This design comes from an exercise in tuning for small area and a short achievable clock period on the open sky130 flow, not from production work.
RTL that was checked went through simulation tests only; none was proved equivalent to the original.
Function not checked in run 1: the RTL went through the layout flow alone.

## flow/design.v (module list and top-level ports; edited modules follow where they fit)
// module mul: 11507 lines
// module mul_fa: 6 lines
// module mul_ha: 6 lines
// module mul_bsel: 5 lines
module mul (
	clk, reset, is_signed, is_high, go, is_mulw, src_A, src_B, rob_ptr_in, prf_ptr_in,
	y, complete, rob_ptr_out, prf_ptr_val_out, prf_ptr_out
);
  // ...
==> flow/flow/run.sh <==
#!/bin/bash
set -euo pipefail
bash standard.sh SETUP_SLACK_MARGIN=8.3 finish > make_finish.log 2>&1
==> flow/standard.sh <==
#!/bin/bash
# synth_recipe.tcl (not shown) runs the flow's synth.tcl, then flattens the netlist and writes it again
# the make line also repeats each setting of config.mk as NAME=value (left out here)
make -C /OpenROAD-flow-scripts/flow DESIGN_CONFIG=/design/flow/config.mk WORK_HOME=/design/flow/orfs CLKGATE_MAP_FILE= SYNTH_SCRIPT=/design/flow/synth_recipe.tcl "${@:-finish}"
==> flow/config.mk <==
export PLATFORM = sky130hd
export DESIGN_NAME = mul
export DESIGN_NICKNAME = mul
export VERILOG_FILES = /design/flow/design.v
export SDC_FILE = /design/flow/constraint.sdc
export NUM_CORES = 4
export LEC_CHECK = 0
export ABC_CLOCK_PERIOD_IN_PS = 3000
export CAP_MARGIN = 20
export CORE_MARGIN = 2
export CORE_UTILIZATION = 60
export SETUP_SLACK_MARGIN = 3
export SLEW_MARGIN = 20
export SYNTH_HIERARCHICAL = 1
export TNS_END_PERCENT = 100
==> flow/constraint.sdc <==
create_clock -name core_clock -period 11.5 [get_ports {clk}]
set_input_delay 2.3000 -clock core_clock [delete_from_list [all_inputs] [get_ports {clk}]]
set_output_delay 2.3000 -clock core_clock [all_outputs]
set_load 0.01 [all_outputs]
==> notes.md, run 1 <==
* Outcome: aborted with a tool error
* Exit stage: global routing
* Error msg: [ERROR GRT-0116] Global routing finished with congestion. Check the congestion regions in the DRC Viewer.
* Initial Util at between 60% and 70%
* Mapped Area at 105,000 sq um
* Cts-stage hold buffer count at 0
* Number of port buffers at 223
* Largest net degree at the start of global routing at 80
* DIE HEIGHT at 422 um
* H-tree Lvls at 3
* Largest area contributor in the netlist: fa_1
* Xor and xnor area share after synthesis at 19.4%
* Post-synth top cells: xnor2_1 (2,236), o22ai_1 (2,146), fa_1 (2,026), dfxtp_1 (1,013), clkbuf_1 (371)
* Largest family of logic cells by synthesized area: adder cells
* Yosys Warn Count at 7
* Most frequent cell after synthesis: xnor2_1
* Worst slack, placed at between 6000 and 7000 ps
* CTS Buf Count at 109
* Mux contribution to synthesized area at less than 1%
* Sequential area share after synthesis at between 10% and 20%
* Synth async-reset ratio at 0%
* Post-synthesis simple-gate area fraction at 2.55%
* Post-Syn Instances at around 9,400
* Post-synth EDFFs at 0
* TritonCTS Sinks at 1,013
* Mean area per synthesized cell at between 10 and 15 sq um
* # Post-CTS Setup Buffers at 646
* Post-Place Cells at roughly 12,000
* Dpl cell area at 110,000 sq um
* Num rows at 153
* Compound-gate portion of the synthesized area at ~15%
* Top Ports at roughly 220
* Yosys reg bits at just over 1,000
* Die X at ~420 um
* DP HPWL at 321,000 um
* Post-CTS sizing at 3,001
* Clock root buffer: clkbuf_16
* Post-synthesis adder-cell area fraction at around 41%
* Yosys top cell area share at slightly below 40%
* Gpl congestion at just over 1
* Synth cell types at 81
* Top cells by area, synth: fa_1 (39%), dfxtp_1 (19%), xnor2_1 (19%)
==> run 2, diff against run 1 <==
--- a/flow/design.v
+++ b/flow/design.v
@@ -6439,69 +6439,37 @@
 	reg [127:0] r2_x, r2_y;
 	wire [127:0] cx, cy, prod;
 	assign xn0 = ~({r_sa, r_a} ^ {65{r_neg[0]}});
-	assign ps0 = ~((~(r_onen[0] & r_twon[0]) & r_sa) ^ r_neg[0]);
 	assign xn1 = ~({r_sa, r_a} ^ {65{r_neg[1]}});
-	assign ps1 = ~((~(r_onen[1] & r_twon[1]) & r_sa) ^ r_neg[1]);
 	assign xn2 = ~({r_sa, r_a} ^ {65{r_neg[2]}});
-	assign ps2 = ~((~(r_onen[2] & r_twon[2]) & r_sa) ^ r_neg[2]);
 	assign xn3 = ~({r_sa, r_a} ^ {65{r_neg[3]}});
-	assign ps3 = ~((~(r_onen[3] & r_twon[3]) & r_sa) ^ r_neg[3]);
 	assign xn4 = ~({r_sa, r_a} ^ {65{r_neg[4]}});
-	assign ps4 = ~((~(r_onen[4] & r_twon[4]) & r_sa) ^ r_neg[4]);
 	assign xn5 = ~({r_sa, r_a} ^ {65{r_neg[5]}});
-	assign ps5 = ~((~(r_onen[5] & r_twon[5]) & r_sa) ^ r_neg[5]);
 	assign xn6 = ~({r_sa, r_a} ^ {65{r_neg[6]}});
-	assign ps6 = ~((~(r_onen[6] & r_twon[6]) & r_sa) ^ r_neg[6]);
 	assign xn7 = ~({r_sa, r_a} ^ {65{r_neg[7]}});
-	assign ps7 = ~((~(r_onen[7] & r_twon[7]) & r_sa) ^ r_neg[7]);
 	assign xn8 = ~({r_sa, r_a} ^ {65{r_neg[8]}});
-	assign ps8 = ~((~(r_onen[8] & r_twon[8]) & r_sa) ^ r_neg[8]);
 	assign xn9 = ~({r_sa, r_a} ^ {65{r_neg[9]}});
-	assign ps9 = ~((~(r_onen[9] & r_twon[9]) & r_sa) ^ r_neg[9]);
 	assign xn10 = ~({r_sa, r_a} ^ {65{r_neg[10]}});
-	assign ps10 = ~((~(r_onen[10] & r_twon[10]) & r_sa) ^ r_neg[10]);
 	assign xn11 = ~({r_sa, r_a} ^ {65{r_neg[11]}});
-	assign ps11 = ~((~(r_onen[11] & r_twon[11]) & r_sa) ^ r_neg[11]);
 	assign xn12 = ~({r_sa, r_a} ^ {65{r_neg[12]}});
-	assign ps12 = ~((~(r_onen[12] & r_twon[12]) & r_sa) ^ r_neg[12]);
 	assign xn13 = ~({r_sa, r_a} ^ {65{r_neg[13]}});
-	assign ps13 = ~((~(r_onen[13] & r_twon[13]) & r_sa) ^ r_neg[13]);
 	assign xn14 = ~({r_sa, r_a} ^ {65{r_neg[14]}});
-	assign ps14 = ~((~(r_onen[14] & r_twon[14]) & r_sa) ^ r_neg[14]);
 	assign xn15 = ~({r_sa, r_a} ^ {65{r_neg[15]}});
-	assign ps15 = ~((~(r_onen[15] & r_twon[15]) & r_sa) ^ r_neg[15]);
 	assign xn16 = ~({r_sa, r_a} ^ {65{r_neg[16]}});
-	assign ps16 = ~((~(r_onen[16] & r_twon[16]) & r_sa) ^ r_neg[16]);
 	assign xn17 = ~({r_sa, r_a} ^ {65{r_neg[17]}});
-	assign ps17 = ~((~(r_onen[17] & r_twon[17]) & r_sa) ^ r_neg[17]);
 	assign xn18 = ~({r_sa, r_a} ^ {65{r_neg[18]}});
-	assign ps18 = ~((~(r_onen[18] & r_twon[18]) & r_sa) ^ r_neg[18]);
 	assign xn19 = ~({r_sa, r_a} ^ {65{r_neg[19]}});
-	assign ps19 = ~((~(r_onen[19] & r_twon[19]) & r_sa) ^ r_neg[19]);
 	assign xn20 = ~({r_sa, r_a} ^ {65{r_neg[20]}});
-	assign ps20 = ~((~(r_onen[20] & r_twon[20]) & r_sa) ^ r_neg[20]);
 	assign xn21 = ~({r_sa, r_a} ^ {65{r_neg[21]}});
-	assign ps21 = ~((~(r_onen[21] & r_twon[21]) & r_sa) ^ r_neg[21]);
 	assign xn22 = ~({r_sa, r_a} ^ {65{r_neg[22]}});
-	assign ps22 = ~((~(r_onen[22] & r_twon[22]) & r_sa) ^ r_neg[22]);
 	assign xn23 = ~({r_sa, r_a} ^ {65{r_neg[23]}});
-	assign ps23 = ~((~(r_onen[23] & r_twon[23]) & r_sa) ^ r_neg[23]);
 	assign xn24 = ~({r_sa, r_a} ^ {65{r_neg[24]}});
-	assign ps24 = ~((~(r_onen[24] & r_twon[24]) & r_sa) ^ r_neg[24]);
 	assign xn25 = ~({r_sa, r_a} ^ {65{r_neg[25]}});
-	assign ps25 = ~((~(r_onen[25] & r_twon[25]) & r_sa) ^ r_neg[25]);
 	assign xn26 = ~({r_sa, r_a} ^ {65{r_neg[26]}});
-	assign ps26 = ~((~(r_onen[26] & r_twon[26]) & r_sa) ^ r_neg[26]);
 	assign xn27 = ~({r_sa, r_a} ^ {65{r_neg[27]}});
-	assign ps27 = ~((~(r_onen[27] & r_twon[27]) & r_sa) ^ r_neg[27]);
 	assign xn28 = ~({r_sa, r_a} ^ {65{r_neg[28]}});
-	assign ps28 = ~((~(r_onen[28] & r_twon[28]) & r_sa) ^ r_neg[28]);
 	assign xn29 = ~({r_sa, r_a} ^ {65{r_neg[29]}});
-	assign ps29 = ~((~(r_onen[29] & r_twon[29]) & r_sa) ^ r_neg[29]);
 	assign xn30 = ~({r_sa, r_a} ^ {65{r_neg[30]}});
-	assign ps30 = ~((~(r_onen[30] & r_twon[30]) & r_sa) ^ r_neg[30]);
 	assign xn31 = ~({r_sa, r_a} ^ {65{r_neg[31]}});
-	assign ps31 = ~((~(r_onen[31] & r_twon[31]) & r_sa) ^ r_neg[31]);
 	assign xn32 = ~({r_sa, r_a} ^ {65{r_neg[32]}});
 	assign s1681 = ~(ps0 ^ pp1_63);
 	assign c1682 = ps0 | pp1_63;
@@ -6635,6 +6603,7 @@
 	mul_bsel u_pp0_62 (.xn0(xn0[62]), .xn1(xn0[61]), .onen(r_onen[0]), .twon(r_twon[0]), .pp(pp0_62));
 	mul_bsel u_pp0_63 (.xn0(xn0[63]), .xn1(xn0[62]), .onen(r_onen[0]), .twon(r_twon[0]), .pp(pp0_63));
 	mul_bsel u_pp0_64 (.xn0(xn0[64]), .xn1(xn0[63]), .onen(r_onen[0]), .twon(r_twon[0]), .pp(pp0_64));
+	mul_bsgn u_ps0 (.xn(xn0[64]), .onen(r_onen[0]), .twon(r_twon[0]), .ps(ps0));
 	mul_bsel u_pp1_0 (.xn0(xn1[0]), .xn1(~r_neg[1]), .onen(r_onen[1]), .twon(r_twon[1]), .pp(pp1_0));
 	mul_bsel u_pp1_1 (.xn0(xn1[1]), .xn1(xn1[0]), .onen(r_onen[1]), .twon(r_twon[1]), .pp(pp1_1));
 	mul_bsel u_pp1_2 (.xn0(xn1[2]), .xn1(xn1[1]), .onen(r_onen[1]), .twon(r_twon[1]), .pp(pp1_2));
@@ -6700,6 +6669,7 @@
 	mul_bsel u_pp1_62 (.xn0(xn1[62]), .xn1(xn1[61]), .onen(r_onen[1]), .twon(r_twon[1]), .pp(pp1_62));
 	mul_bsel u_pp1_63 (.xn0(xn1[63]), .xn1(xn1[62]), .onen(r_onen[1]), .twon(r_twon[1]), .pp(pp1_63));
 	mul_bsel u_pp1_64 (.xn0(xn1[64]), .xn1(xn1[63]), .onen(r_onen[1]), .twon(r_twon[1]), .pp(pp1_64));
+	mul_bsgn u_ps1 (.xn(xn1[64]), .onen(r_onen[1]), .twon(r_twon[1]), .ps(ps1));
 	mul_bsel u_pp2_0 (.xn0(xn2[0]), .xn1(~r_neg[2]), .onen(r_onen[2]), .twon(r_twon[2]), .pp(pp2_0));
 	mul_bsel u_pp2_1 (.xn0(xn2[1]), .xn1(xn2[0]), .onen(r_onen[2]), .twon(r_twon[2]), .pp(pp2_1));
 	mul_bsel u_pp2_2 (.xn0(xn2[2]), .xn1(xn2[1]), .onen(r_onen[2]), .twon(r_twon[2]), .pp(pp2_2));
@@ -6765,6 +6735,7 @@
 	mul_bsel u_pp2_62 (.xn0(xn2[62]), .xn1(xn2[61]), .onen(r_onen[2]), .twon(r_twon[2]), .pp(pp2_62));
 	mul_bsel u_pp2_63 (.xn0(xn2[63]), .xn1(xn2[62]), .onen(r_onen[2]), .twon(r_twon[2]), .pp(pp2_63));
 	mul_bsel u_pp2_64 (.xn0(xn2[64]), .xn1(xn2[63]), .onen(r_onen[2]), .twon(r_twon[2]), .pp(pp2_64));
+	mul_bsgn u_ps2 (.xn(xn2[64]), .onen(r_onen[2]), .twon(r_twon[2]), .ps(ps2));
 	mul_bsel u_pp3_0 (.xn0(xn3[0]), .xn1(~r_neg[3]), .onen(r_onen[3]), .twon(r_twon[3]), .pp(pp3_0));
 	mul_bsel u_pp3_1 (.xn0(xn3[1]), .xn1(xn3[0]), .onen(r_onen[3]), .twon(r_twon[3]), .pp(pp3_1));
 	mul_bsel u_pp3_2 (.xn0(xn3[2]), .xn1(xn3[1]), .onen(r_onen[3]), .twon(r_twon[3]), .pp(pp3_2));
@@ -6830,6 +6801,7 @@
 	mul_bsel u_pp3_62 (.xn0(xn3[62]), .xn1(xn3[61]), .onen(r_onen[3]), .twon(r_twon[3]), .pp(pp3_62));
 	mul_bsel u_pp3_63 (.xn0(xn3[63]), .xn1(xn3[62]), .onen(r_onen[3]), .twon(r_twon[3]), .pp(pp3_63));
 	mul_bsel u_pp3_64 (.xn0(xn3[64]), .xn1(xn3[63]), .onen(r_onen[3]), .twon(r_twon[3]), .pp(pp3_64));
+	mul_bsgn u_ps3 (.xn(xn3[64]), .onen(r_onen[3]), .twon(r_twon[3]), .ps(ps3));
 	mul_bsel u_pp4_0 (.xn0(xn4[0]), .xn1(~r_neg[4]), .onen(r_onen[4]), .twon(r_twon[4]), .pp(pp4_0));
 	mul_bsel u_pp4_1 (.xn0(xn4[1]), .xn1(xn4[0]), .onen(r_onen[4]), .twon(r_twon[4]), .pp(pp4_1));
 	mul_bsel u_pp4_2 (.xn0(xn4[2]), .xn1(xn4[1]), .onen(r_onen[4]), .twon(r_twon[4]), .pp(pp4_2));
@@ -6895,6 +6867,7 @@
 	mul_bsel u_pp4_62 (.xn0(xn4[62]), .xn1(xn4[61]), .onen(r_onen[4]), .twon(r_twon[4]), .pp(pp4_62));
 	mul_bsel u_pp4_63 (.xn0(xn4[63]), .xn1(xn4[62]), .onen(r_onen[4]), .twon(r_twon[4]), .pp(pp4_63));
 	mul_bsel u_pp4_64 (.xn0(xn4[64]), .xn1(xn4[63]), .onen(r_onen[4]), .twon(r_twon[4]), .pp(pp4_64));
+	mul_bsgn u_ps4 (.xn(xn4[64]), .onen(r_onen[4]), .twon(r_twon[4]), .ps(ps4));
 	mul_bsel u_pp5_0 (.xn0(xn5[0]), .xn1(~r_neg[5]), .onen(r_onen[5]), .twon(r_twon[5]), .pp(pp5_0));
 	mul_bsel u_pp5_1 (.xn0(xn5[1]), .xn1(xn5[0]), .onen(r_onen[5]), .twon(r_twon[5]), .pp(pp5_1));
 	mul_bsel u_pp5_2 (.xn0(xn5[2]), .xn1(xn5[1]), .onen(r_onen[5]), .twon(r_twon[5]), .pp(pp5_2));
@@ -6960,6 +6933,7 @@
 	mul_bsel u_pp5_62 (.xn0(xn5[62]), .xn1(xn5[61]), .onen(r_onen[5]), .twon(r_twon[5]), .pp(pp5_62));
 	mul_bsel u_pp5_63 (.xn0(xn5[63]), .xn1(xn5[62]), .onen(r_onen[5]), .twon(r_twon[5]), .pp(pp5_63));
 	mul_bsel u_pp5_64 (.xn0(xn5[64]), .xn1(xn5[63]), .onen(r_onen[5]), .twon(r_twon[5]), .pp(pp5_64));
+	mul_bsgn u_ps5 (.xn(xn5[64]), .onen(r_onen[5]), .twon(r_twon[5]), .ps(ps5));
 	mul_bsel u_pp6_0 (.xn0(xn6[0]), .xn1(~r_neg[6]), .onen(r_onen[6]), .twon(r_twon[6]), .pp(pp6_0));
 	mul_bsel u_pp6_1 (.xn0(xn6[1]), .xn1(xn6[0]), .onen(r_onen[6]), .twon(r_twon[6]), .pp(pp6_1));
 	mul_bsel u_pp6_2 (.xn0(xn6[2]), .xn1(xn6[1]), .onen(r_onen[6]), .twon(r_twon[6]), .pp(pp6_2));
@@ -7025,6 +6999,7 @@
 	mul_bsel u_pp6_62 (.xn0(xn6[62]), .xn1(xn6[61]), .onen(r_onen[6]), .twon(r_twon[6]), .pp(pp6_62));
 	mul_bsel u_pp6_63 (.xn0(xn6[63]), .xn1(xn6[62]), .onen(r_onen[6]), .twon(r_twon[6]), .pp(pp6_63));
 	mul_bsel u_pp6_64 (.xn0(xn6[64]), .xn1(xn6[63]), .onen(r_onen[6]), .twon(r_twon[6]), .pp(pp6_64));
+	mul_bsgn u_ps6 (.xn(xn6[64]), .onen(r_onen[6]), .twon(r_twon[6]), .ps(ps6));
 	mul_bsel u_pp7_0 (.xn0(xn7[0]), .xn1(~r_neg[7]), .onen(r_onen[7]), .twon(r_twon[7]), .pp(pp7_0));
 	mul_bsel u_pp7_1 (.xn0(xn7[1]), .xn1(xn7[0]), .onen(r_onen[7]), .twon(r_twon[7]), .pp(pp7_1));
 	mul_bsel u_pp7_2 (.xn0(xn7[2]), .xn1(xn7[1]), .onen(r_onen[7]), .twon(r_twon[7]), .pp(pp7_2));
@@ -7090,6 +7065,7 @@
 	mul_bsel u_pp7_62 (.xn0(xn7[62]), .xn1(xn7[61]), .onen(r_onen[7]), .twon(r_twon[7]), .pp(pp7_62));
 	mul_bsel u_pp7_63 (.xn0(xn7[63]), .xn1(xn7[62]), .onen(r_onen[7]), .twon(r_twon[7]), .pp(pp7_63));
 	mul_bsel u_pp7_64 (.xn0(xn7[64]), .xn1(xn7[63]), .onen(r_onen[7]), .twon(r_twon[7]), .pp(pp7_64));
+	mul_bsgn u_ps7 (.xn(xn7[64]), .onen(r_onen[7]), .twon(r_twon[7]), .ps(ps7));
 	mul_bsel u_pp8_0 (.xn0(xn8[0]), .xn1(~r_neg[8]), .onen(r_onen[8]), .twon(r_twon[8]), .pp(pp8_0));
 	mul_bsel u_pp8_1 (.xn0(xn8[1]), .xn1(xn8[0]), .onen(r_onen[8]), .twon(r_twon[8]), .pp(pp8_1));
 	mul_bsel u_pp8_2 (.xn0(xn8[2]), .xn1(xn8[1]), .onen(r_onen[8]), .twon(r_twon[8]), .pp(pp8_2));
@@ -7155,6 +7131,7 @@
 	mul_bsel u_pp8_62 (.xn0(xn8[62]), .xn1(xn8[61]), .onen(r_onen[8]), .twon(r_twon[8]), .pp(pp8_62));
 	mul_bsel u_pp8_63 (.xn0(xn8[63]), .xn1(xn8[62]), .onen(r_onen[8]), .twon(r_twon[8]), .pp(pp8_63));
 	mul_bsel u_pp8_64 (.xn0(xn8[64]), .xn1(xn8[63]), .onen(r_onen[8]), .twon(r_twon[8]), .pp(pp8_64));
+	mul_bsgn u_ps8 (.xn(xn8[64]), .onen(r_onen[8]), .twon(r_twon[8]), .ps(ps8));
 	mul_bsel u_pp9_0 (.xn0(xn9[0]), .xn1(~r_neg[9]), .onen(r_onen[9]), .twon(r_twon[9]), .pp(pp9_0));
 	mul_bsel u_pp9_1 (.xn0(xn9[1]), .xn1(xn9[0]), .onen(r_onen[9]), .twon(r_twon[9]), .pp(pp9_1));
 	mul_bsel u_pp9_2 (.xn0(xn9[2]), .xn1(xn9[1]), .onen(r_onen[9]), .twon(r_twon[9]), .pp(pp9_2));
@@ -7220,6 +7197,7 @@
 	mul_bsel u_pp9_62 (.xn0(xn9[62]), .xn1(xn9[61]), .onen(r_onen[9]), .twon(r_twon[9]), .pp(pp9_62));
 	mul_bsel u_pp9_63 (.xn0(xn9[63]), .xn1(xn9[62]), .onen(r_onen[9]), .twon(r_twon[9]), .pp(pp9_63));
 	mul_bsel u_pp9_64 (.xn0(xn9[64]), .xn1(xn9[63]), .onen(r_onen[9]), .twon(r_twon[9]), .pp(pp9_64));
+	mul_bsgn u_ps9 (.xn(xn9[64]), .onen(r_onen[9]), .twon(r_twon[9]), .ps(ps9));
 	mul_bsel u_pp10_0 (.xn0(xn10[0]), .xn1(~r_neg[10]), .onen(r_onen[10]), .twon(r_twon[10]), .pp(pp10_0));
 	mul_bsel u_pp10_1 (.xn0(xn10[1]), .xn1(xn10[0]), .onen(r_onen[10]), .twon(r_twon[10]), .pp(pp10_1));
 	mul_bsel u_pp10_2 (.xn0(xn10[2]), .xn1(xn10[1]), .onen(r_onen[10]), .twon(r_twon[10]), .pp(pp10_2));
@@ -7285,6 +7263,7 @@
 	mul_bsel u_pp10_62 (.xn0(xn10[62]), .xn1(xn10[61]), .onen(r_onen[10]), .twon(r_twon[10]), .pp(pp10_62));
 	mul_bsel u_pp10_63 (.xn0(xn10[63]), .xn1(xn10[62]), .onen(r_onen[10]), .twon(r_twon[10]), .pp(pp10_63));
 	mul_bsel u_pp10_64 (.xn0(xn10[64]), .xn1(xn10[63]), .onen(r_onen[10]), .twon(r_twon[10]), .pp(pp10_64));
+	mul_bsgn u_ps10 (.xn(xn10[64]), .onen(r_onen[10]), .twon(r_twon[10]), .ps(ps10));
 	mul_bsel u_pp11_0 (.xn0(xn11[0]), .xn1(~r_neg[11]), .onen(r_onen[11]), .twon(r_twon[11]), .pp(pp11_0));
 	mul_bsel u_pp11_1 (.xn0(xn11[1]), .xn1(xn11[0]), .onen(r_onen[11]), .twon(r_twon[11]), .pp(pp11_1));
 	mul_bsel u_pp11_2 (.xn0(xn11[2]), .xn1(xn11[1]), .onen(r_onen[11]), .twon(r_twon[11]), .pp(pp11_2));
@@ -7350,6 +7329,7 @@
 	mul_bsel u_pp11_62 (.xn0(xn11[62]), .xn1(xn11[61]), .onen(r_onen[11]), .twon(r_twon[11]), .pp(pp11_62));
 	mul_bsel u_pp11_63 (.xn0(xn11[63]), .xn1(xn11[62]), .onen(r_onen[11]), .twon(r_twon[11]), .pp(pp11_63));
 	mul_bsel u_pp11_64 (.xn0(xn11[64]), .xn1(xn11[63]), .onen(r_onen[11]), .twon(r_twon[11]), .pp(pp11_64));
+	mul_bsgn u_ps11 (.xn(xn11[64]), .onen(r_onen[11]), .twon(r_twon[11]), .ps(ps11));
 	mul_bsel u_pp12_0 (.xn0(xn12[0]), .xn1(~r_neg[12]), .onen(r_onen[12]), .twon(r_twon[12]), .pp(pp12_0));
 	mul_bsel u_pp12_1 (.xn0(xn12[1]), .xn1(xn12[0]), .onen(r_onen[12]), .twon(r_twon[12]), .pp(pp12_1));
 	mul_bsel u_pp12_2 (.xn0(xn12[2]), .xn1(xn12[1]), .onen(r_onen[12]), .twon(r_twon[12]), .pp(pp12_2));
@@ -7415,6 +7395,7 @@
 	mul_bsel u_pp12_62 (.xn0(xn12[62]), .xn1(xn12[61]), .onen(r_onen[12]), .twon(r_twon[12]), .pp(pp12_62));
 	mul_bsel u_pp12_63 (.xn0(xn12[63]), .xn1(xn12[62]), .onen(r_onen[12]), .twon(r_twon[12]), .pp(pp12_63));
 	mul_bsel u_pp12_64 (.xn0(xn12[64]), .xn1(xn12[63]), .onen(r_onen[12]), .twon(r_twon[12]), .pp(pp12_64));
+	mul_bsgn u_ps12 (.xn(xn12[64]), .onen(r_onen[12]), .twon(r_twon[12]), .ps(ps12));
 	mul_bsel u_pp13_0 (.xn0(xn13[0]), .xn1(~r_neg[13]), .onen(r_onen[13]), .twon(r_twon[13]), .pp(pp13_0));
 	mul_bsel u_pp13_1 (.xn0(xn13[1]), .xn1(xn13[0]), .onen(r_onen[13]), .twon(r_twon[13]), .pp(pp13_1));
 	mul_bsel u_pp13_2 (.xn0(xn13[2]), .xn1(xn13[1]), .onen(r_onen[13]), .twon(r_twon[13]), .pp(pp13_2));
@@ -7480,6 +7461,7 @@
 	mul_bsel u_pp13_62 (.xn0(xn13[62]), .xn1(xn13[61]), .onen(r_onen[13]), .twon(r_twon[13]), .pp(pp13_62));
 	mul_bsel u_pp13_63 (.xn0(xn13[63]), .xn1(xn13[62]), .onen(r_onen[13]), .twon(r_twon[13]), .pp(pp13_63));
 	mul_bsel u_pp13_64 (.xn0(xn13[64]), .xn1(xn13[63]), .onen(r_onen[13]), .twon(r_twon[13]), .pp(pp13_64));
+	mul_bsgn u_ps13 (.xn(xn13[64]), .onen(r_onen[13]), .twon(r_twon[13]), .ps(ps13));
 	mul_bsel u_pp14_0 (.xn0(xn14[0]), .xn1(~r_neg[14]), .onen(r_onen[14]), .twon(r_twon[14]), .pp(pp14_0));
 	mul_bsel u_pp14_1 (.xn0(xn14[1]), .xn1(xn14[0]), .onen(r_onen[14]), .twon(r_twon[14]), .pp(pp14_1));
 	mul_bsel u_pp14_2 (.xn0(xn14[2]), .xn1(xn14[1]), .onen(r_onen[14]), .twon(r_twon[14]), .pp(pp14_2));
@@ -7545,6 +7527,7 @@
 	mul_bsel u_pp14_62 (.xn0(xn14[62]), .xn1(xn14[61]), .onen(r_onen[14]), .twon(r_twon[14]), .pp(pp14_62));
 	mul_bsel u_pp14_63 (.xn0(xn14[63]), .xn1(xn14[62]), .onen(r_onen[14]), .twon(r_twon[14]), .pp(pp14_63));
 	mul_bsel u_pp14_64 (.xn0(xn14[64]), .xn1(xn14[63]), .onen(r_onen[14]), .twon(r_twon[14]), .pp(pp14_64));
+	mul_bsgn u_ps14 (.xn(xn14[64]), .onen(r_onen[14]), .twon(r_twon[14]), .ps(ps14));
 	mul_bsel u_pp15_0 (.xn0(xn15[0]), .xn1(~r_neg[15]), .onen(r_onen[15]), .twon(r_twon[15]), .pp(pp15_0));
 	mul_bsel u_pp15_1 (.xn0(xn15[1]), .xn1(xn15[0]), .onen(r_onen[15]), .twon(r_twon[15]), .pp(pp15_1));
 	mul_bsel u_pp15_2 (.xn0(xn15[2]), .xn1(xn15[1]), .onen(r_onen[15]), .twon(r_twon[15]), .pp(pp15_2));
@@ -7610,6 +7593,7 @@
 	mul_bsel u_pp15_62 (.xn0(xn15[62]), .xn1(xn15[61]), .onen(r_onen[15]), .twon(r_twon[15]), .pp(pp15_62));
 	mul_bsel u_pp15_63 (.xn0(xn15[63]), .xn1(xn15[62]), .onen(r_onen[15]), .twon(r_twon[15]), .pp(pp15_63));
 	mul_bsel u_pp15_64 (.xn0(xn15[64]), .xn1(xn15[63]), .onen(r_onen[15]), .twon(r_twon[15]), .pp(pp15_64));
+	mul_bsgn u_ps15 (.xn(xn15[64]), .onen(r_onen[15]), .twon(r_twon[15]), .ps(ps15));
 	mul_bsel u_pp16_0 (.xn0(xn16[0]), .xn1(~r_neg[16]), .onen(r_onen[16]), .twon(r_twon[16]), .pp(pp16_0));
 	mul_bsel u_pp16_1 (.xn0(xn16[1]), .xn1(xn16[0]), .onen(r_onen[16]), .twon(r_twon[16]), .pp(pp16_1));
 	mul_bsel u_pp16_2 (.xn0(xn16[2]), .xn1(xn16[1]), .onen(r_onen[16]), .twon(r_twon[16]), .pp(pp16_2));
@@ -7675,6 +7659,7 @@
 	mul_bsel u_pp16_62 (.xn0(xn16[62]), .xn1(xn16[61]), .onen(r_onen[16]), .twon(r_twon[16]), .pp(pp16_62));
 	mul_bsel u_pp16_63 (.xn0(xn16[63]), .xn1(xn16[62]), .onen(r_onen[16]), .twon(r_twon[16]), .pp(pp16_63));
 	mul_bsel u_pp16_64 (.xn0(xn16[64]), .xn1(xn16[63]), .onen(r_onen[16]), .twon(r_twon[16]), .pp(pp16_64));
+	mul_bsgn u_ps16 (.xn(xn16[64]), .onen(r_onen[16]), .twon(r_twon[16]), .ps(ps16));
 	mul_bsel u_pp17_0 (.xn0(xn17[0]), .xn1(~r_neg[17]), .onen(r_onen[17]), .twon(r_twon[17]), .pp(pp17_0));
 	mul_bsel u_pp17_1 (.xn0(xn17[1]), .xn1(xn17[0]), .onen(r_onen[17]), .twon(r_twon[17]), .pp(pp17_1));
 	mul_bsel u_pp17_2 (.xn0(xn17[2]), .xn1(xn17[1]), .onen(r_onen[17]), .twon(r_twon[17]), .pp(pp17_2));
@@ -7740,6 +7725,7 @@
 	mul_bsel u_pp17_62 (.xn0(xn17[62]), .xn1(xn17[61]), .onen(r_onen[17]), .twon(r_twon[17]), .pp(pp17_62));
 	mul_bsel u_pp17_63 (.xn0(xn17[63]), .xn1(xn17[62]), .onen(r_onen[17]), .twon(r_twon[17]), .pp(pp17_63));
 	mul_bsel u_pp17_64 (.xn0(xn17[64]), .xn1(xn17[63]), .onen(r_onen[17]), .twon(r_twon[17]), .pp(pp17_64));
+	mul_bsgn u_ps17 (.xn(xn17[64]), .onen(r_onen[17]), .twon(r_twon[17]), .ps(ps17));
 	mul_bsel u_pp18_0 (.xn0(xn18[0]), .xn1(~r_neg[18]), .onen(r_onen[18]), .twon(r_twon[18]), .pp(pp18_0));
 	mul_bsel u_pp18_1 (.xn0(xn18[1]), .xn1(xn18[0]), .onen(r_onen[18]), .twon(r_twon[18]), .pp(pp18_1));
 	mul_bsel u_pp18_2 (.xn0(xn18[2]), .xn1(xn18[1]), .onen(r_onen[18]), .twon(r_twon[18]), .pp(pp18_2));
@@ -7805,6 +7791,7 @@
 	mul_bsel u_pp18_62 (.xn0(xn18[62]), .xn1(xn18[61]), .onen(r_onen[18]), .twon(r_twon[18]), .pp(pp18_62));
 	mul_bsel u_pp18_63 (.xn0(xn18[63]), .xn1(xn18[62]), .onen(r_onen[18]), .twon(r_twon[18]), .pp(pp18_63));
 	mul_bsel u_pp18_64 (.xn0(xn18[64]), .xn1(xn18[63]), .onen(r_onen[18]), .twon(r_twon[18]), .pp(pp18_64));
+	mul_bsgn u_ps18 (.xn(xn18[64]), .onen(r_onen[18]), .twon(r_twon[18]), .ps(ps18));
 	mul_bsel u_pp19_0 (.xn0(xn19[0]), .xn1(~r_neg[19]), .onen(r_onen[19]), .twon(r_twon[19]), .pp(pp19_0));
 	mul_bsel u_pp19_1 (.xn0(xn19[1]), .xn1(xn19[0]), .onen(r_onen[19]), .twon(r_twon[19]), .pp(pp19_1));
 	mul_bsel u_pp19_2 (.xn0(xn19[2]), .xn1(xn19[1]), .onen(r_onen[19]), .twon(r_twon[19]), .pp(pp19_2));
@@ -7870,6 +7857,7 @@
 	mul_bsel u_pp19_62 (.xn0(xn19[62]), .xn1(xn19[61]), .onen(r_onen[19]), .twon(r_twon[19]), .pp(pp19_62));
 	mul_bsel u_pp19_63 (.xn0(xn19[63]), .xn1(xn19[62]), .onen(r_onen[19]), .twon(r_twon[19]), .pp(pp19_63));
 	mul_bsel u_pp19_64 (.xn0(xn19[64]), .xn1(xn19[63]), .onen(r_onen[19]), .twon(r_twon[19]), .pp(pp19_64));
+	mul_bsgn u_ps19 (.xn(xn19[64]), .onen(r_onen[19]), .twon(r_twon[19]), .ps(ps19));
 	mul_bsel u_pp20_0 (.xn0(xn20[0]), .xn1(~r_neg[20]), .onen(r_onen[20]), .twon(r_twon[20]), .pp(pp20_0));
 	mul_bsel u_pp20_1 (.xn0(xn20[1]), .xn1(xn20[0]), .onen(r_onen[20]), .twon(r_twon[20]), .pp(pp20_1));
 	mul_bsel u_pp20_2 (.xn0(xn20[2]), .xn1(xn20[1]), .onen(r_onen[20]), .twon(r_twon[20]), .pp(pp20_2));
@@ -7935,6 +7923,7 @@
 	mul_bsel u_pp20_62 (.xn0(xn20[62]), .xn1(xn20[61]), .onen(r_onen[20]), .twon(r_twon[20]), .pp(pp20_62));
 	mul_bsel u_pp20_63 (.xn0(xn20[63]), .xn1(xn20[62]), .onen(r_onen[20]), .twon(r_twon[20]), .pp(pp20_63));
 	mul_bsel u_pp20_64 (.xn0(xn20[64]), .xn1(xn20[63]), .onen(r_onen[20]), .twon(r_twon[20]), .pp(pp20_64));
+	mul_bsgn u_ps20 (.xn(xn20[64]), .onen(r_onen[20]), .twon(r_twon[20]), .ps(ps20));
 	mul_bsel u_pp21_0 (.xn0(xn21[0]), .xn1(~r_neg[21]), .onen(r_onen[21]), .twon(r_twon[21]), .pp(pp21_0));
 	mul_bsel u_pp21_1 (.xn0(xn21[1]), .xn1(xn21[0]), .onen(r_onen[21]), .twon(r_twon[21]), .pp(pp21_1));
 	mul_bsel u_pp21_2 (.xn0(xn21[2]), .xn1(xn21[1]), .onen(r_onen[21]), .twon(r_twon[21]), .pp(pp21_2));
@@ -8000,6 +7989,7 @@
 	mul_bsel u_pp21_62 (.xn0(xn21[62]), .xn1(xn21[61]), .onen(r_onen[21]), .twon(r_twon[21]), .pp(pp21_62));
 	mul_bsel u_pp21_63 (.xn0(xn21[63]), .xn1(xn21[62]), .onen(r_onen[21]), .twon(r_twon[21]), .pp(pp21_63));
 	mul_bsel u_pp21_64 (.xn0(xn21[64]), .xn1(xn21[63]), .onen(r_onen[21]), .twon(r_twon[21]), .pp(pp21_64));
+	mul_bsgn u_ps21 (.xn(xn21[64]), .onen(r_onen[21]), .twon(r_twon[21]), .ps(ps21));
 	mul_bsel u_pp22_0 (.xn0(xn22[0]), .xn1(~r_neg[22]), .onen(r_onen[22]), .twon(r_twon[22]), .pp(pp22_0));
 	mul_bsel u_pp22_1 (.xn0(xn22[1]), .xn1(xn22[0]), .onen(r_onen[22]), .twon(r_twon[22]), .pp(pp22_1));
 	mul_bsel u_pp22_2 (.xn0(xn22[2]), .xn1(xn22[1]), .onen(r_onen[22]), .twon(r_twon[22]), .pp(pp22_2));
@@ -8065,6 +8055,7 @@
 	mul_bsel u_pp22_62 (.xn0(xn22[62]), .xn1(xn22[61]), .onen(r_onen[22]), .twon(r_twon[22]), .pp(pp22_62));
 	mul_bsel u_pp22_63 (.xn0(xn22[63]), .xn1(xn22[62]), .onen(r_onen[22]), .twon(r_twon[22]), .pp(pp22_63));
 	mul_bsel u_pp22_64 (.xn0(xn22[64]), .xn1(xn22[63]), .onen(r_onen[22]), .twon(r_twon[22]), .pp(pp22_64));
+	mul_bsgn u_ps22 (.xn(xn22[64]), .onen(r_onen[22]), .twon(r_twon[22]), .ps(ps22));
 	mul_bsel u_pp23_0 (.xn0(xn23[0]), .xn1(~r_neg[23]), .onen(r_onen[23]), .twon(r_twon[23]), .pp(pp23_0));
 	mul_bsel u_pp23_1 (.xn0(xn23[1]), .xn1(xn23[0]), .onen(r_onen[23]), .twon(r_twon[23]), .pp(pp23_1));
 	mul_bsel u_pp23_2 (.xn0(xn23[2]), .xn1(xn23[1]), .onen(r_onen[23]), .twon(r_twon[23]), .pp(pp23_2));
@@ -8130,6 +8121,7 @@
 	mul_bsel u_pp23_62 (.xn0(xn23[62]), .xn1(xn23[61]), .onen(r_onen[23]), .twon(r_twon[23]), .pp(pp23_62));
 	mul_bsel u_pp23_63 (.xn0(xn23[63]), .xn1(xn23[62]), .onen(r_onen[23]), .twon(r_twon[23]), .pp(pp23_63));
 	mul_bsel u_pp23_64 (.xn0(xn23[64]), .xn1(xn23[63]), .onen(r_onen[23]), .twon(r_twon[23]), .pp(pp23_64));
+	mul_bsgn u_ps23 (.xn(xn23[64]), .onen(r_onen[23]), .twon(r_twon[23]), .ps(ps23));
 	mul_bsel u_pp24_0 (.xn0(xn24[0]), .xn1(~r_neg[24]), .onen(r_onen[24]), .twon(r_twon[24]), .pp(pp24_0));
 	mul_bsel u_pp24_1 (.xn0(xn24[1]), .xn1(xn24[0]), .onen(r_onen[24]), .twon(r_twon[24]), .pp(pp24_1));
 	mul_bsel u_pp24_2 (.xn0(xn24[2]), .xn1(xn24[1]), .onen(r_onen[24]), .twon(r_twon[24]), .pp(pp24_2));
@@ -8195,6 +8187,7 @@
 	mul_bsel u_pp24_62 (.xn0(xn24[62]), .xn1(xn24[61]), .onen(r_onen[24]), .twon(r_twon[24]), .pp(pp24_62));
 	mul_bsel u_pp24_63 (.xn0(xn24[63]), .xn1(xn24[62]), .onen(r_onen[24]), .twon(r_twon[24]), .pp(pp24_63));
 	mul_bsel u_pp24_64 (.xn0(xn24[64]), .xn1(xn24[63]), .onen(r_onen[24]), .twon(r_twon[24]), .pp(pp24_64));
+	mul_bsgn u_ps24 (.xn(xn24[64]), .onen(r_onen[24]), .twon(r_twon[24]), .ps(ps24));
 	mul_bsel u_pp25_0 (.xn0(xn25[0]), .xn1(~r_neg[25]), .onen(r_onen[25]), .twon(r_twon[25]), .pp(pp25_0));
 	mul_bsel u_pp25_1 (.xn0(xn25[1]), .xn1(xn25[0]), .onen(r_onen[25]), .twon(r_twon[25]), .pp(pp25_1));
 	mul_bsel u_pp25_2 (.xn0(xn25[2]), .xn1(xn25[1]), .onen(r_onen[25]), .twon(r_twon[25]), .pp(pp25_2));
@@ -8260,6 +8253,7 @@
 	mul_bsel u_pp25_62 (.xn0(xn25[62]), .xn1(xn25[61]), .onen(r_onen[25]), .twon(r_twon[25]), .pp(pp25_62));
 	mul_bsel u_pp25_63 (.xn0(xn25[63]), .xn1(xn25[62]), .onen(r_onen[25]), .twon(r_twon[25]), .pp(pp25_63));
 	mul_bsel u_pp25_64 (.xn0(xn25[64]), .xn1(xn25[63]), .onen(r_onen[25]), .twon(r_twon[25]), .pp(pp25_64));
+	mul_bsgn u_ps25 (.xn(xn25[64]), .onen(r_onen[25]), .twon(r_twon[25]), .ps(ps25));
 	mul_bsel u_pp26_0 (.xn0(xn26[0]), .xn1(~r_neg[26]), .onen(r_onen[26]), .twon(r_twon[26]), .pp(pp26_0));
 	mul_bsel u_pp26_1 (.xn0(xn26[1]), .xn1(xn26[0]), .onen(r_onen[26]), .twon(r_twon[26]), .pp(pp26_1));
 	mul_bsel u_pp26_2 (.xn0(xn26[2]), .xn1(xn26[1]), .onen(r_onen[26]), .twon(r_twon[26]), .pp(pp26_2));
@@ -8325,6 +8319,7 @@
 	mul_bsel u_pp26_62 (.xn0(xn26[62]), .xn1(xn26[61]), .onen(r_onen[26]), .twon(r_twon[26]), .pp(pp26_62));
 	mul_bsel u_pp26_63 (.xn0(xn26[63]), .xn1(xn26[62]), .onen(r_onen[26]), .twon(r_twon[26]), .pp(pp26_63));
 	mul_bsel u_pp26_64 (.xn0(xn26[64]), .xn1(xn26[63]), .onen(r_onen[26]), .twon(r_twon[26]), .pp(pp26_64));
+	mul_bsgn u_ps26 (.xn(xn26[64]), .onen(r_onen[26]), .twon(r_twon[26]), .ps(ps26));
 	mul_bsel u_pp27_0 (.xn0(xn27[0]), .xn1(~r_neg[27]), .onen(r_onen[27]), .twon(r_twon[27]), .pp(pp27_0));
 	mul_bsel u_pp27_1 (.xn0(xn27[1]), .xn1(xn27[0]), .onen(r_onen[27]), .twon(r_twon[27]), .pp(pp27_1));
 	mul_bsel u_pp27_2 (.xn0(xn27[2]), .xn1(xn27[1]), .onen(r_onen[27]), .twon(r_twon[27]), .pp(pp27_2));
@@ -8390,6 +8385,7 @@
 	mul_bsel u_pp27_62 (.xn0(xn27[62]), .xn1(xn27[61]), .onen(r_onen[27]), .twon(r_twon[27]), .pp(pp27_62));
 	mul_bsel u_pp27_63 (.xn0(xn27[63]), .xn1(xn27[62]), .onen(r_onen[27]), .twon(r_twon[27]), .pp(pp27_63));
 	mul_bsel u_pp27_64 (.xn0(xn27[64]), .xn1(xn27[63]), .onen(r_onen[27]), .twon(r_twon[27]), .pp(pp27_64));
+	mul_bsgn u_ps27 (.xn(xn27[64]), .onen(r_onen[27]), .twon(r_twon[27]), .ps(ps27));
 	mul_bsel u_pp28_0 (.xn0(xn28[0]), .xn1(~r_neg[28]), .onen(r_onen[28]), .twon(r_twon[28]), .pp(pp28_0));
 	mul_bsel u_pp28_1 (.xn0(xn28[1]), .xn1(xn28[0]), .onen(r_onen[28]), .twon(r_twon[28]), .pp(pp28_1));
 	mul_bsel u_pp28_2 (.xn0(xn28[2]), .xn1(xn28[1]), .onen(r_onen[28]), .twon(r_twon[28]), .pp(pp28_2));
@@ -8455,6 +8451,7 @@
 	mul_bsel u_pp28_62 (.xn0(xn28[62]), .xn1(xn28[61]), .onen(r_onen[28]), .twon(r_twon[28]), .pp(pp28_62));
 	mul_bsel u_pp28_63 (.xn0(xn28[63]), .xn1(xn28[62]), .onen(r_onen[28]), .twon(r_twon[28]), .pp(pp28_63));
 	mul_bsel u_pp28_64 (.xn0(xn28[64]), .xn1(xn28[63]), .onen(r_onen[28]), .twon(r_twon[28]), .pp(pp28_64));
+	mul_bsgn u_ps28 (.xn(xn28[64]), .onen(r_onen[28]), .twon(r_twon[28]), .ps(ps28));
 	mul_bsel u_pp29_0 (.xn0(xn29[0]), .xn1(~r_neg[29]), .onen(r_onen[29]), .twon(r_twon[29]), .pp(pp29_0));
 	mul_bsel u_pp29_1 (.xn0(xn29[1]), .xn1(xn29[0]), .onen(r_onen[29]), .twon(r_twon[29]), .pp(pp29_1));
 	mul_bsel u_pp29_2 (.xn0(xn29[2]), .xn1(xn29[1]), .onen(r_onen[29]), .twon(r_twon[29]), .pp(pp29_2));
@@ -8520,6 +8517,7 @@
 	mul_bsel u_pp29_62 (.xn0(xn29[62]), .xn1(xn29[61]), .onen(r_onen[29]), .twon(r_twon[29]), .pp(pp29_62));
 	mul_bsel u_pp29_63 (.xn0(xn29[63]), .xn1(xn29[62]), .onen(r_onen[29]), .twon(r_twon[29]), .pp(pp29_63));
 	mul_bsel u_pp29_64 (.xn0(xn29[64]), .xn1(xn29[63]), .onen(r_onen[29]), .twon(r_twon[29]), .pp(pp29_64));
+	mul_bsgn u_ps29 (.xn(xn29[64]), .onen(r_onen[29]), .twon(r_twon[29]), .ps(ps29));
 	mul_bsel u_pp30_0 (.xn0(xn30[0]), .xn1(~r_neg[30]), .onen(r_onen[30]), .twon(r_twon[30]), .pp(pp30_0));
 	mul_bsel u_pp30_1 (.xn0(xn30[1]), .xn1(xn30[0]), .onen(r_onen[30]), .twon(r_twon[30]), .pp(pp30_1));
 	mul_bsel u_pp30_2 (.xn0(xn30[2]), .xn1(xn30[1]), .onen(r_onen[30]), .twon(r_twon[30]), .pp(pp30_2));
@@ -8585,6 +8583,7 @@
 	mul_bsel u_pp30_62 (.xn0(xn30[62]), .xn1(xn30[61]), .onen(r_onen[30]), .twon(r_twon[30]), .pp(pp30_62));
 	mul_bsel u_pp30_63 (.xn0(xn30[63]), .xn1(xn30[62]), .onen(r_onen[30]), .twon(r_twon[30]), .pp(pp30_63));
 	mul_bsel u_pp30_64 (.xn0(xn30[64]), .xn1(xn30[63]), .onen(r_onen[30]), .twon(r_twon[30]), .pp(pp30_64));
+	mul_bsgn u_ps30 (.xn(xn30[64]), .onen(r_onen[30]), .twon(r_twon[30]), .ps(ps30));
 	mul_bsel u_pp31_0 (.xn0(xn31[0]), .xn1(~r_neg[31]), .onen(r_onen[31]), .twon(r_twon[31]), .pp(pp31_0));
 	mul_bsel u_pp31_1 (.xn0(xn31[1]), .xn1(xn31[0]), .onen(r_onen[31]), .twon(r_twon[31]), .pp(pp31_1));
 	mul_bsel u_pp31_2 (.xn0(xn31[2]), .xn1(xn31[1]), .onen(r_onen[31]), .twon(r_twon[31]), .pp(pp31_2));
@@ -8650,6 +8649,7 @@
 	mul_bsel u_pp31_62 (.xn0(xn31[62]), .xn1(xn31[61]), .onen(r_onen[31]), .twon(r_twon[31]), .pp(pp31_62));
 	mul_bsel u_pp31_63 (.xn0(xn31[63]), .xn1(xn31[62]), .onen(r_onen[31]), .twon(r_twon[31]), .pp(pp31_63));
 	mul_bsel u_pp31_64 (.xn0(xn31[64]), .xn1(xn31[63]), .onen(r_onen[31]), .twon(r_twon[31]), .pp(pp31_64));
+	mul_bsgn u_ps31 (.xn(xn31[64]), .onen(r_onen[31]), .twon(r_twon[31]), .ps(ps31));
 	mul_bsel u_pp32_0 (.xn0(xn32[0]), .xn1(~r_neg[32]), .onen(r_onen[32]), .twon(r_twon[32]), .pp(pp32_0));
 	mul_bsel u_pp32_1 (.xn0(xn32[1]), .xn1(xn32[0]), .onen(r_onen[32]), .twon(r_twon[32]), .pp(pp32_1));
 	mul_bsel u_pp32_2 (.xn0(xn32[2]), .xn1(xn32[1]), .onen(r_onen[32]), .twon(r_twon[32]), .pp(pp32_2));
@@ -11517,6 +11517,11 @@
 	assign s = a ^ b;
 	assign co = a & b;
 endmodule
+module mul_bsgn (xn, onen, twon, ps);
+	input wire xn, onen, twon;
+	output wire ps;
+	assign ps = (onen & twon) | xn;
+endmodule
 module mul_bsel (xn0, xn1, onen, twon, pp);
 	input wire xn0, xn1, onen, twon;
 	output wire pp;
==> flow/flow/run.sh (replaced) <==
#!/bin/bash
# The standard layout (standard.sh), with two changes to how it is made:
#  - the resizer repairs setup timing as if the clock were 7.96 ns shorter
#    (the SDC, clock period and I/O delays are unchanged);
#  - ports are buffered with sky130_fd_sc_hd__buf_1 (resized later as needed).
set -euo pipefail
bash standard.sh SETUP_SLACK_MARGIN=7.96 "BUFFER_PORTS_ARGS=-buffer_cell sky130_fd_sc_hd__buf_1" finish > make_finish.log 2>&1
--- a/flow/config.mk
+++ b/flow/config.mk
@@ -8,7 +8,9 @@
 export ABC_CLOCK_PERIOD_IN_PS = 3000
 export CAP_MARGIN = 20
 export CORE_MARGIN = 2
-export CORE_UTILIZATION = 60
+export CORE_UTILIZATION = 50
+export CTS_CLUSTER_DIAMETER = 100
+export CTS_CLUSTER_SIZE = 20
 export SETUP_SLACK_MARGIN = 3
 export SLEW_MARGIN = 20
 export SYNTH_HIERARCHICAL = 1
==> run 2 against run 1 <==
  * The run now finishes clean
  * Area after synthesis shrank 0.31%
  * Synthesized cell count shrank 0.84%
==> notes.md, run 2 <==
* Outcome: no timing/DRC/antenna violations
* Largest area contributor in the netlist: fa_1
* Final Max Slew Viols at 0
* CTS clk-pin slew, worst paths at roughly 90 ps
* TritonCTS Sinks at 1,013 (unchanged)
* Final hold vios at 0
* Area Overhead vs Synth at 11.3%
* Top_reg_cell synth: dfxtp_1
* Sequential area share after synthesis at 19.4% (+0.060 points)
* Most frequent cell after synthesis: xnor2_1
* Slew HR at 31.2%
* Number of global-route vias before repair at 89,952
* Setup TNS at 0 ps
* Reg2reg start: r_a[6]
* Yosys reg bits at 1,013 (unchanged)
* Worst Path Max Fanout at 33
* CP max stage delay at 590 ps
* Final setup violating endpoints at 0
* Synth cell types at 84 (+3.7%)
* Initial antenna violation count at 44
* FF-to-FF path depth at 7
* Post-synth top cells: xnor2_1 (2,207), o22ai_1 (2,148), fa_1 (2,026), dfxtp_1 (1,013), clkbuf_1 (350)
* Largest net degree at the start of global routing at 84
* Startpoint types: flop
* Gpl congestion at 1.02 (-1.4%)
* Routed vias/inst at between 7 and 8
* Post-Layout Inst Area at ~120,000 sq um
* Die X at 461 um (+9.3%)
* CP endpoint kind: flop
* Largest Register: r1_cs
* Number of antenna-violating nets in the routed design at 0
* Yosys Warn Count at 7 (unchanged)
* Dpl cell area at 108,000 sq um (-1.3%)
* F_max at roughly 270 MHz
* NumNets Final at approximately 12,000
* Worst hold slack at around 320 ps
* First-pass GRT wire length at roughly 680,000 um
* DP HPWL at 322,000 um (+0.11%)
* Commonest non-fill, non-tap cell in the layout: xnor2_1
* R2R setup slack at 7830 ps
* DRT iter0 DRCs at 16,549
* Vias at 90,356
* Top Ports at 224 (unchanged)
* CP max-delay cell: xnor2_1
* GRT Util Overall at 45.3%
* Max Clock Skew at 79.4 ps
* Top flop regs: r1_cs (546), r2_x (128)
* H-tree Lvls at 3 (unchanged)
* Synth async-reset ratio at 0% (unchanged)
* Hold Path End: r_tag2[11]
* Commonest non-fill, non-tap cells in the layout: xnor2_1 (2,185), o22ai_1 (2,146), fa_1 (2,023)
* Grt ovf at 0
* Final Util at between 50% and 60%
* Worst-Margin Slew at 1030 ps
* Wirelength per Cell at roughly 40 um
* DIE AREA at ~210,000 sq um
* Arr. time, crit path at about 4300 ps
* Crit share post-route at 31.9%
* Max reg flops at about 550
* Clock root buffer: clkbuf_16
* Share of cells above drive strength 1 at roughly 9.0%
* Post-synth EDFFs at 0 (unchanged)
* Number of remaining DRC errors at 0
* CTS tree: yes
* CP most frequent cell: fa_1
* R2R Path End: r1_cs[246]
* Crit-path cells: buf_12, xnor2_1, o22ai_1, fa_1, fa_1, fa_1, fa_1
* Mapped Area at 104,000 sq um (-0.31%)
* Number of port buffers at 223 (unchanged)
* CP required at 12,140 ps
* Drt total wl at 498,000 um
* DRT Pass-1 Iters at 14
* Worst-Skew Late Latency at between 800 and 900 ps
* Clock Tree Buf Depth at 3
* Hold WC Path Type: flop to flop
* Core ar. at between 200,000 and 250,000 sq um
* Num rows at 167 (+9.2%)
* Top cells by area, synth: fa_1 (39%), dfxtp_1 (19%), xnor2_1 (19%)
* Fin crit period at approximately 3700 ps
* Critical path class: flop to flop
* Hold Crit Start: r_tag1[11]
* Initial Util at 50.3% (-10 points)
* Hold depth at 0
* Maxcap violations at 0
* DIE HEIGHT at 461 um (+9.3%)
* Mean area per synthesized cell at 11.2 sq um (+0.54%)
* CTS Buf Count at 70 (-36%)
* RSZ-0062 raised after global routing: yes
* Yosys top cell area share at 38.9% (+0.12 points)
* Post-Syn Instances at 9,287 (-0.84%)
## run 2: cell types whose count changed after synthesis, sizes merged, moves of 6 or more
cell    delta
a31oi      -6
nand3      -7
and3      -11
a21oi      -8
nand2     -62
buf       +24
a21o      +30
a22oi      +6
and4       +9
xnor2     -29
clkbuf    -21
o21ai     -22
and2       +7
## run 2: layer usage
layer | wire, um | global-route usage, % | up-vias
li1 | - | - | 33231
met1 | 173000 | 56.1 | 44716
met2 | 191000 | 61.1 | 9781
met3 | 90000 | 24.6 | 2568
met4 | 42700 | 27.3 | 60
met5 | 1310 | 3.95 | -
## run 2: what timing repair did
action,4_1_cts,5_1_grt
hold buffers,0,0
endpoints found under the hold margin,0,0
setup endpoints to repair,644,270
setup buffers,109,67
resized for setup,472,226
pin swaps,11,12
gates cloned,9,13
## run 2: kinds of logic (layout without fill, tap and decap cells)
kind of cell    after synthesis  after routing  synth area share, %
mux                           7              7               0.0708
compound gates             2541           2541                 15.5
xor+xnor                   2286           2286                 19.2
buf+inv                     784            916                 2.83
other cells                   2            121              0.00720
flops                      1013           1013                 19.4
simple gates                483            483                 2.31
fa+ha+maj                  2171           2171                 40.6
## run 2: worst max-delay path, delay by kind of cell (launching register included)
kind,cells,cell delay (ps)
buffers and inverters,1,170
XOR/XNOR,1,590
adder cells (fa/ha/maj),4,2030
flip-flops,1,340
AO/OA/AOI/OAI,1,220
## run 2: worst max path at each step
| stage | startpoint | slack, ps | endpoint |
|---|---|---|---|
| 2_1_floorplan | r_neg[7] | 7960 | r1_cs[331] |
| 3_3_place_gp | r2_x[0] | 7050 | r_y[20] |
| 3_5_place_dp | r_neg[25] | 7070 | r1_cs[260] |
| 4_1_cts | r_y[27] | 7880 | y[27] |
| 5_1_grt | r2_x[32] | 7880 | r_y[60] |
| 6_report | r_a[6] | 7830 | r1_cs[246] |
## run 2: modules after synthesis, one instance, submodules excluded
module | area [sq um] | cells inside | flip-flops and latches
mul_fa | 20.0 | 1 | 0
mul | 49700 | 5057 | 1013
mul_bsel | 6.26 | 1 | 0
mul_bsgn | 7.51 | 1 | 0
mul_ha | 12.5 | 1 | 0
## run 2: layout make-up
cell class / instances / area, sq um
timing repair buffer: 590 / 6680
clock buffer: 82 / 1810
antenna: 56 / 140
tap: 2788 / 3490
multi-input combinational: 7553 / 82000
inverter: 212 / 796
sequential: 1013 / 20700
fill: 17913 / 91200
clock inverter: 32 / 512
## run 2: through the flow
stage                     instances  worst slack, ps
final                         12326             7830
after global routing          12293             7880
after CTS                     12190             7880
after detailed placement      11958             7070
after global placement        11958             7050
after floorplan                9350             7960

[re-timing with driven ports]
No port has a modelled driver above. Below, the same layout with a new extraction and two added sets of constraints.
Step 1 assumes that a clkbuf_16 drives the clock port and a buf_2 every other input.
Step 2 moves the port delays by t, midway between the first and last clock arrival at a register: inputs arrive t later, outputs are due t later. That takes back most of the time a late clock gives input paths.
a / b / c = no drivers / after step 1 / after step 2; a / b = the first two.
run: run 2
shift t [ns]: 0.869
slack for setup (ns): 7.833 / 7.828 / 7.833
clock arrival spread, ns: 0.080 / 0.080
worst slew at a driven data input, ns: 0.08
pins driven straight from the clock port: 1
After both steps run 2 still meets setup and hold. The setup slack of run 2 moves by -0.005 ns with the drivers and by 0.000 ns with both steps.
